Background: an optimization exercise with open tools, aiming at small area, a short achievable clock period and few clock cycles per item. Do not read the settings as production practice.
No activity file was given, so power comes from the tool's default toggle rates.

==> flow/design.v <==
module sort_node_act #(
    parameter WIDTH = 16,
    parameter IDX_W = 5
)(
    input  logic             clk,
    input  logic             keep,       
    input  logic             ins,        
    input  logic             shift,      
    input  logic [WIDTH-1:0] new_val,
    input  logic [IDX_W-1:0] new_idx,
    input  logic [WIDTH-1:0] left_val,
    input  logic [IDX_W-1:0] left_idx,
    output logic [WIDTH-1:0] val,
    output logic [IDX_W-1:0] idx
);
    always_ff @(posedge clk) begin
        val <= ({WIDTH{keep}}  & val)
             | ({WIDTH{ins}}   & new_val)
             | ({WIDTH{shift}} & left_val);
        idx <= ({IDX_W{keep}}  & idx)
             | ({IDX_W{ins}}   & new_idx)
             | ({IDX_W{shift}} & left_idx);
    end
endmodule
module serial_sorter #(
    parameter WIDTH = 16,
    parameter NUM_NODES = 32
)(
    input  wire             clk,
    input  wire             rst_n,
    input  wire             load_en,
    input  wire [WIDTH-1:0] data_in,
    input  wire             clear,
    output wire             out_vld,
    output wire [NUM_NODES-1:0][WIDTH-1:0] data_out,
    output wire [NUM_NODES-1:0][$clog2(NUM_NODES)-1:0] idx_out
);
    localparam IDX_W = $clog2(NUM_NODES);
    logic [WIDTH-1:0] d1, d2;
    logic [WIDTH-1:0] d1n;
    logic             l1, l2;
    logic [IDX_W:0]   cnt;           
    logic [NUM_NODES-1:0] c;         
    logic [NUM_NODES-1:0] cn;        
    logic [NUM_NODES-1:0] a;         
    logic             b;             
    function automatic logic lt(input logic [WIDTH-1:0] x, input logic [WIDTH-1:0] y);
        logic [WIDTH-1:0] l, e;
        integer w, k;
        l = ~x & y;
        e = ~(x ^ y);
        for (w = 1; w < WIDTH; w = w * 2)
            for (k = 0; k + w < WIDTH; k = k + 2 * w) begin
                l[k] = l[k + w] | (e[k + w] & l[k]);
                e[k] = e[k + w] & e[k];
            end
        lt = l[0];
    endfunction
    assign out_vld = cnt[IDX_W];
    always_ff @(posedge clk or negedge rst_n) begin
        if (!rst_n) begin
            l1  <= 1'b0;
            l2  <= 1'b0;
            cnt <= '0;
        end else begin
            l1 <= load_en;
            l2 <= l1 & ~clear;
            if (clear)   cnt <= '0;
            else if (l2) cnt <= cnt + 1'b1;
        end
    end
    always_ff @(posedge clk) begin
        d1  <= data_in;
        d1n <= ~data_in;
        b   <= lt(d1, data_in);
        d2 <= d1;
        c  <= (l1 & ~clear) ? cn : '1;
    end
    genvar i;
    generate
        for (i = 0; i < NUM_NODES; i = i + 1) begin : nodes
            wire c_left = (i == 0) ? 1'b1 : c[i-1];
            wire a_left = (i == 0) ? 1'b0 : a[i-1];
            wire [WIDTH-1:0] dc = (i < NUM_NODES / 2) ? d1 : ~d1n;
            assign a[i]  = (cnt > i) & lt(data_out[i], dc);
            assign cn[i] = c[i] ? a[i] : (c_left ? b : a_left);
            sort_node_act #(.WIDTH(WIDTH), .IDX_W(IDX_W)) node (
                .clk      (clk),
                .keep     (c[i]),
                .ins      (c_left & ~c[i]),
                .shift    (~c_left),
                .new_val  (d2),
                .new_idx  (cnt[IDX_W-1:0]),
                .left_val ((i == 0) ? d2 : data_out[i-1]),
                .left_idx ((i == 0) ? cnt[IDX_W-1:0] : idx_out[i-1]),
                .val      (data_out[i]),
                .idx      (idx_out[i])
            );
        end
    endgenerate
endmodule
module sorter_top (
    input  wire          clk,
    input  wire          rst_n,
    input  wire          load_en,
    input  wire [15:0]   data_in,
    input  wire          clear,
    output wire          out_vld,
    output wire [511:0]  data_out,
    output wire [159:0]  idx_out
);
    localparam WIDTH     = 16;
    localparam NUM_NODES = 32;
    localparam IDX_W     = $clog2(NUM_NODES);
    wire [NUM_NODES-1:0][WIDTH-1:0] data_arr;
    wire [NUM_NODES-1:0][IDX_W-1:0] idx_arr;
    serial_sorter #(
        .WIDTH(WIDTH),
        .NUM_NODES(NUM_NODES)
    ) u_sorter (
        .clk(clk),
        .rst_n(rst_n),
        .load_en(load_en),
        .data_in(data_in),
        .clear(clear),
        .out_vld(out_vld),
        .data_out(data_arr),
        .idx_out(idx_arr)
    );
    assign data_out = data_arr;
    assign idx_out  = idx_arr;
endmodule
Settings: LEC_CHECK=0, CAP_MARGIN=20, CORE_MARGIN=2, CORE_UTILIZATION=40, SETUP_SLACK_MARGIN=1.8, SLEW_MARGIN=20; clock period 4.0 ns.
standard.sh (not shown) runs the stock make flow with config.mk's settings and CLKGATE_MAP_FILE= SYNTH_SCRIPT=/design/flow/synth_recipe.tcl, a recipe that flattens the netlist after the stock synthesis.
==> flow/flow/run.sh <==
#!/bin/bash
set -o pipefail
export BUFFER_PORTS_ARGS="-buffer_cell sky130_fd_sc_hd__buf_1"
export CTS_CLUSTER_SIZE=30
export CTS_CLUSTER_DIAMETER=60
bash standard.sh > standard.log 2>&1
The baseline ran to the end with no violations.
Change:
--- a/flow/design.v
+++ b/flow/design.v
@@ -34,18 +34,18 @@
     output wire             out_vld,
     output wire [NUM_NODES-1:0][WIDTH-1:0] data_out,
     output wire [NUM_NODES-1:0][$clog2(NUM_NODES)-1:0] idx_out
 );
     localparam IDX_W = $clog2(NUM_NODES);
-    logic [WIDTH-1:0] d1, d2;
-    logic [WIDTH-1:0] d1n;
-    logic             l1, l2;
+    logic [WIDTH-1:0] d2;
+    logic [WIDTH-1:0] d2n;           
+    logic             l2;
     logic [IDX_W:0]   cnt;           
     logic [NUM_NODES-1:0] c;         
     logic [NUM_NODES-1:0] cn;        
     logic [NUM_NODES-1:0] a;         
-    logic             b;             
+    logic             b, bh;         
     function automatic logic lt(input logic [WIDTH-1:0] x, input logic [WIDTH-1:0] y);
         logic [WIDTH-1:0] l, e;
         integer w, k;
         l = ~x & y;
         e = ~(x ^ y);
@@ -57,43 +57,45 @@
         lt = l[0];
     endfunction
     assign out_vld = cnt[IDX_W];
     always_ff @(posedge clk or negedge rst_n) begin
         if (!rst_n) begin
-            l1  <= 1'b0;
             l2  <= 1'b0;
             cnt <= '0;
         end else begin
-            l1 <= load_en;
-            l2 <= l1 & ~clear;
+            l2 <= load_en;
             if (clear)   cnt <= '0;
             else if (l2) cnt <= cnt + 1'b1;
         end
     end
+    always_ff @(posedge clk or negedge rst_n) begin
+        if (!rst_n) c <= '1;
+        else        c <= load_en ? cn : '1;
+    end
     always_ff @(posedge clk) begin
-        d1  <= data_in;
-        d1n <= ~data_in;
-        b   <= lt(d1, data_in);
-        d2 <= d1;
-        c  <= (l1 & ~clear) ? cn : '1;
+        d2  <= data_in;
+        d2n <= ~data_in;
     end
+    assign b  = lt(d2, data_in);
+    assign bh = lt(~d2n, data_in);
     genvar i;
     generate
         for (i = 0; i < NUM_NODES; i = i + 1) begin : nodes
             wire c_left = (i == 0) ? 1'b1 : c[i-1];
             wire a_left = (i == 0) ? 1'b0 : a[i-1];
-            wire [WIDTH-1:0] dc = (i < NUM_NODES / 2) ? d1 : ~d1n;
-            assign a[i]  = (cnt > i) & lt(data_out[i], dc);
-            assign cn[i] = c[i] ? a[i] : (c_left ? b : a_left);
+            assign a[i]  = (cnt > i) & lt(data_out[i], data_in);
+            wire             bi = (i < NUM_NODES / 2) ? b : bh;
+            wire [WIDTH-1:0] vi = (i < NUM_NODES / 2) ? d2 : ~d2n;
+            assign cn[i] = c[i] ? a[i] : (c_left ? bi : a_left);
             sort_node_act #(.WIDTH(WIDTH), .IDX_W(IDX_W)) node (
                 .clk      (clk),
                 .keep     (c[i]),
                 .ins      (c_left & ~c[i]),
                 .shift    (~c_left),
-                .new_val  (d2),
+                .new_val  (vi),
                 .new_idx  (cnt[IDX_W-1:0]),
-                .left_val ((i == 0) ? d2 : data_out[i-1]),
+                .left_val ((i == 0) ? vi : data_out[i-1]),
                 .left_idx ((i == 0) ? cnt[IDX_W-1:0] : idx_out[i-1]),
                 .val      (data_out[i]),
                 .idx      (idx_out[i])
             );
         end
Worst setup slack gets better by 0.012 ns.
Register-to-register slack gets better by 0.02 ns.
Routed wire length grows by 12%.
Clock power shrinks by 4.3%.
Critical path depth grows by 1.
Combinational power grows by about 80%.
Synthesized area shrinks by 0.37%.
Design area grows by about 1%.
No functional check of the RTL was part of any run of this note.

re-timing with driven ports:
How much do the figures lean on ideal ports? The routed layouts below were timed once more, with nothing changed but the port constraints.
Step 1 sets driving cells, clkbuf_16 on the clock port and buf_2 on the other inputs (assumed; they add their load-dependent delay and slew).
Step 2 times the ports against the registers' clock, not the clock port: input delays grow and output delays shrink by t, the midpoint of the rising clock arrivals with the driver on.
Slacks: ideal / step 1 / step 2; pairs: ideal / step 1.
run | shift t [ns] | setup slack, ns | latest minus earliest clock arrival (ns) | worst data-port slew with drivers (ns) | pins driven straight from the clock port
the first run | 0.730 | 1.722 / 1.722 / 1.190 | 0.024 / 0.025 | 0.17 | 1
the second run | 0.737 | 1.735 / 1.726 / 1.019 | 0.035 / 0.036 | 0.17 | 1
After both steps every run listed still meets setup and hold. The setup slack of the second run, which loses most, moves by -0.009 ns with the drivers and by -0.716 ns with both steps.
